Source: an optimization exercise on an open RTL-to-GDS flow (aim: small area, a short achievable clock period and few clock cycles per item). Production flows keep margins and buffers that such runs may drop. No activity file was given, so power comes from the tool's default toggle rates.

Setup of old:
// function_calculator
module function_calculator(
    input clk_i,
    input rst_i,
    input [15:0] sw_i,
    input start_i,
    output busy_o,
    output reg [15:0] y_calc
 );
==> module function_calculator, before the edit <==
module function_calculator(
    input clk_i,
    input rst_i,
    input [15:0] sw_i,
    input start_i,
    output busy_o,
    output reg [15:0] y_calc
 );
    wire [7:0] b_i = sw_i[7:0];
    wire [2:0] r_d = (b_i >= 8'd216) ? 3'd6 :
                     (b_i >= 8'd125) ? 3'd5 :
                     (b_i >= 8'd64)  ? 3'd4 :
                     (b_i >= 8'd27)  ? 3'd3 :
                     (b_i >= 8'd8)   ? 3'd2 :
                     (b_i >= 8'd1)   ? 3'd1 : 3'd0;
    wire [7:0] aa = sw_i[15:8];
    wire [2:0] rr = r_d;
    wire n0 = aa[1] & ~aa[0];
    wire n1 = aa[1] & aa[0];
    wire n2 = aa[2] & ~aa[1];
    wire n3 = aa[2] & aa[1];
    wire n4 = aa[3] & ~aa[2];
    wire n5 = aa[3] & aa[2];
    wire n6 = aa[4] & ~aa[3];
    wire n7 = aa[4] & aa[3];
    wire n8 = aa[5] & ~aa[4];
    wire n9 = aa[5] & aa[4];
    wire n10 = aa[6] & ~aa[5];
    wire n11 = aa[6] & aa[5];
    wire n12 = aa[7] & ~aa[6];
    wire n13 = aa[7] & aa[6];
    wire n14 = aa[0] & aa[2];
    wire n15 = aa[0] & aa[3];
    wire n16 = aa[0] & aa[4];
    wire n17 = aa[0] & aa[5];
    wire n18 = aa[0] & aa[6];
    wire n19 = aa[0] & aa[7];
    wire n20 = aa[1] & aa[3];
    wire n21 = aa[1] & aa[4];
    wire n22 = aa[1] & aa[5];
    wire n23 = aa[1] & aa[6];
    wire n24 = aa[1] & aa[7];
    wire n25 = aa[2] & aa[4];
    wire n26 = aa[2] & aa[5];
    wire n27 = aa[2] & aa[6];
    wire n28 = aa[2] & aa[7];
    wire n29 = aa[3] & aa[5];
    wire n30 = aa[3] & aa[6];
    wire n31 = aa[3] & aa[7];
    wire n32 = aa[4] & aa[6];
    wire n33 = aa[4] & aa[7];
    wire n34 = aa[5] & aa[7];
    wire n35, n36;
    ha2 un35 (.x(n5), .y(n18), .s(n35), .c(n36));
    wire n37, n38;
    fa3 un37 (.x(n6), .y(n19), .z(n23), .s(n37), .c(n38));
    wire n39, n40;
    fa3 un39 (.x(n7), .y(n24), .z(n27), .s(n39), .c(n40));
    wire n41, n42;
    ha2 un41 (.x(n8), .y(n28), .s(n41), .c(n42));
    wire n43, n44;
    ha2 un43 (.x(n9), .y(n31), .s(n43), .c(n44));
    wire n45, n46;
    ha2 un45 (.x(n3), .y(n16), .s(n45), .c(n46));
    wire n47, n48;
    fa3 un47 (.x(n4), .y(n17), .z(n21), .s(n47), .c(n48));
    wire n49, n50;
    fa3 un49 (.x(n22), .y(n25), .z(n35), .s(n49), .c(n50));
    wire n51, n52;
    fa3 un51 (.x(n26), .y(n36), .z(n37), .s(n51), .c(n52));
    wire n53, n54;
    fa3 un53 (.x(n29), .y(n38), .z(n39), .s(n53), .c(n54));
    wire n55, n56;
    fa3 un55 (.x(n30), .y(n40), .z(n41), .s(n55), .c(n56));
    wire n57, n58;
    fa3 un57 (.x(n32), .y(n42), .z(n43), .s(n57), .c(n58));
    wire n59, n60;
    fa3 un59 (.x(n10), .y(n33), .z(n44), .s(n59), .c(n60));
    wire n61, n62;
    ha2 un61 (.x(n11), .y(n34), .s(n61), .c(n62));
    wire n63, n64;
    ha2 un63 (.x(aa[0]), .y(rr[0]), .s(n63), .c(n64));
    wire n65, n66;
    ha2 un65 (.x(rr[1]), .y(n64), .s(n65), .c(n66));
    wire n67, n68;
    fa3 un67 (.x(n0), .y(rr[2]), .z(n66), .s(n67), .c(n68));
    wire n69, n70;
    fa3 un69 (.x(n1), .y(n14), .z(n68), .s(n69), .c(n70));
    wire n71 = n2 ^ n15;
    wire n72 = n2 & n15;
    wire n73 = n20 ^ n45;
    wire n74 = n20 & n45;
    wire n75 = n46 ^ n47;
    wire n76 = n46 & n47;
    wire n77 = n48 ^ n49;
    wire n78 = n48 & n49;
    wire n79 = n50 ^ n51;
    wire n80 = n50 & n51;
    wire n81 = n52 ^ n53;
    wire n82 = n52 & n53;
    wire n83 = n54 ^ n55;
    wire n84 = n54 & n55;
    wire n85 = n56 ^ n57;
    wire n86 = n56 & n57;
    wire n87 = n58 ^ n59;
    wire n88 = n58 & n59;
    wire n89 = n60 ^ n61;
    wire n90 = n60 & n61;
    wire n91 = n12 ^ n62;
    wire n92 = n12 & n62;
    wire n93 = n72 | (n71 & n70);
    wire n94 = n71 & 1'b0;
    wire n95 = n76 | (n75 & n74);
    wire n96 = n75 & n73;
    wire n97 = n80 | (n79 & n78);
    wire n98 = n79 & n77;
    wire n99 = n84 | (n83 & n82);
    wire n100 = n83 & n81;
    wire n101 = n88 | (n87 & n86);
    wire n102 = n87 & n85;
    wire n103 = n92 | (n91 & n90);
    wire n104 = n91 & n89;
    wire n105 = n95 | (n96 & n93);
    wire n106 = n96 & n94;
    wire n107 = n99 | (n100 & n97);
    wire n108 = n100 & n98;
    wire n109 = n103 | (n104 & n101);
    wire n110 = n104 & n102;
    wire n111 = n107 | (n108 & n105);
    wire n112 = n108 & n106;
    wire n113 = n109 | (n110 & n111);
    wire n114 = n110 & n112;
    wire n115 = n97 | (n98 & n105);
    wire n116 = n98 & n106;
    wire n117 = n101 | (n102 & n111);
    wire n118 = n102 & n112;
    wire n119 = n74 | (n73 & n93);
    wire n120 = n73 & n94;
    wire n121 = n78 | (n77 & n105);
    wire n122 = n77 & n106;
    wire n123 = n82 | (n81 & n115);
    wire n124 = n81 & n116;
    wire n125 = n86 | (n85 & n111);
    wire n126 = n85 & n112;
    wire n127 = n90 | (n89 & n117);
    wire n128 = n89 & n118;
    wire n129 = 1'b0 | (n13 & n113);
    wire n130 = n13 & n114;
    wire n131 = n71 ^ n70;
    wire n132 = n73 ^ n93;
    wire n133 = n75 ^ n119;
    wire n134 = n77 ^ n105;
    wire n135 = n79 ^ n121;
    wire n136 = n81 ^ n115;
    wire n137 = n83 ^ n123;
    wire n138 = n85 ^ n111;
    wire n139 = n87 ^ n125;
    wire n140 = n89 ^ n117;
    wire n141 = n91 ^ n127;
    wire n142 = n13 ^ n113;
    wire [15:0] sq = {n142, n141, n140, n139, n138, n137, n136, n135, n134, n133, n132, n131, n69, n67, n65, n63};
    always @(posedge clk_i) begin
        if (rst_i)
            y_calc <= 16'd0;
        else if (start_i)
            y_calc <= sq;
    end
    assign busy_o = 1'b0;
endmodule
==> flow/config.mk <==
export PLATFORM = sky130hd
export DESIGN_NAME = function_calculator
export DESIGN_NICKNAME = function_calculator
export VERILOG_FILES = /design/flow/design.v
export SDC_FILE = /design/flow/constraint.sdc
export NUM_CORES = 4
export LEC_CHECK = 0
export ABC_AREA = 0
export CAP_MARGIN = 20
export CORE_MARGIN = 2
export CORE_UTILIZATION = 40
export SLEW_MARGIN = 20
export SYNTH_HIERARCHICAL = 1
export SYNTH_MINIMUM_KEEP_SIZE = 0
export BUFFER_PORTS_ARGS = -buffer_cell sky130_fd_sc_hd__buf_1
==> flow/constraint.sdc <==
create_clock -name core_clock -period 5.0 [get_ports {clk_i}]
set_input_delay 1.0000 -clock core_clock [delete_from_list [all_inputs] [get_ports {clk_i}]]
set_output_delay 1.0000 -clock core_clock [all_outputs]
set_load 0.01 [all_outputs]
standard.sh (not shown) runs the stock make flow with config.mk's settings and CLKGATE_MAP_FILE= SYNTH_SCRIPT=/design/flow/synth_recipe.tcl, a recipe that flattens the netlist after the stock synthesis.
==> flow/flow/run.sh <==
#!/bin/bash
# Standard layout, with the port buffers inserted as buf_1 cells instead of
# the resizer's default choice (clkdlybuf4s50_1, larger and slower).
set -euo pipefail
echo 'export BUFFER_PORTS_ARGS = -buffer_cell sky130_fd_sc_hd__buf_1' >> config.mk
bash standard.sh > standard.log 2>&1
What new does differently from old at the input level:
-- flow/design.v --
<<< old, line 15
    input start_i,
    output busy_o,
    output reg [15:0] y_calc
 );
    wire [7:0] b_i = sw_i[7:0];
>>> new, line 15
    input start_i,
    output busy_o,
    output [15:0] y_calc
 );
    wire [7:0] b_i = sw_i[7:0];
<<< old, line 24
                     (b_i >= 8'd8)   ? 3'd2 :
                     (b_i >= 8'd1)   ? 3'd1 : 3'd0;
    wire [7:0] aa = sw_i[15:8];
    wire [2:0] rr = r_d;
    wire n0 = aa[1] & ~aa[0];
    wire n1 = aa[1] & aa[0];
>>> new, line 24
                     (b_i >= 8'd8)   ? 3'd2 :
                     (b_i >= 8'd1)   ? 3'd1 : 3'd0;
    reg [7:0] aa;
    reg [2:0] rr;
    always @(posedge clk_i) begin
        if (rst_i) begin
            aa <= 8'd0;
            rr <= 3'd0;
        end else if (start_i) begin
            aa <= sw_i[15:8];
            rr <= r_d;
        end
    end
    wire n0 = aa[1] & ~aa[0];
    wire n1 = aa[1] & aa[0];
<<< old, line 170
    wire n142 = n13 ^ n113;
    wire [15:0] sq = {n142, n141, n140, n139, n138, n137, n136, n135, n134, n133, n132, n131, n69, n67, n65, n63};
    always @(posedge clk_i) begin
        if (rst_i)
            y_calc <= 16'd0;
        else if (start_i)
            y_calc <= sq;
    end
    assign busy_o = 1'b0;
endmodule
>>> new, line 179
    wire n142 = n13 ^ n113;
    wire [15:0] sq = {n142, n141, n140, n139, n138, n137, n136, n135, n134, n133, n132, n131, n69, n67, n65, n63};
    assign y_calc = sq;
    assign busy_o = 1'b0;
endmodule
Results
- Flops: new fewer than old
- Worst-case setup slack after placement for new: 0.21 ns up relative to old
- The measured slew at the worst slew-check pin reported for new is greater than that of old by 0.016 ns.
- sequential cells as the dominant power group was reported by new, and combinational logic by old.
- Looking at design area, new sits 180 sq um lower than old does.
- On cell area after synthesis: between new and old, it ends up higher for old.
- new vs. old: normalized max-slew margin saw a decrease, met2 layer wire length in the routed design lost 120 um, area used by sequential logic in the layout moved down, count of filler cells inserted in the layout decreased 17.
- Summary of new over old: net switching share of the total power down 3.8 points; wire length reported by the detailed router down 510 um.
- Simple logic cell fraction of the synthesized area down 0.51 points in new wrt old
Function was not checked in any run of this note: the RTL went through the layout flow alone.

what the ideal ports hide:
In the flow no input, the clock included, has a driving cell. The finished layouts below were timed again as built, in two steps. Step 1 sets driving cells, clkbuf_16 on the clock port and buf_2 on the other inputs (assumed; they add their load-dependent delay and slew). Step 2 also shifts input and output timing later by t, the mid clock arrival at the registers, as if the neighbouring blocks saw the same clock. a / b / c = ideal / step 1 / step 2; a / b = the first two.
run	shift t [ns]	setup WS [ns]	hold WS [ns]
old	0.267	0.779 / 0.781 / 0.515	0.474 / 0.474 / 0.474
new	0.253	0.482 / 0.462 / 0.715	0.495 / 0.495 / 0.495
After both steps setup and hold are still met in every run listed. For old, which loses most, drivers alone change the setup slack by +0.002 ns; drivers and shift together by -0.264 ns.
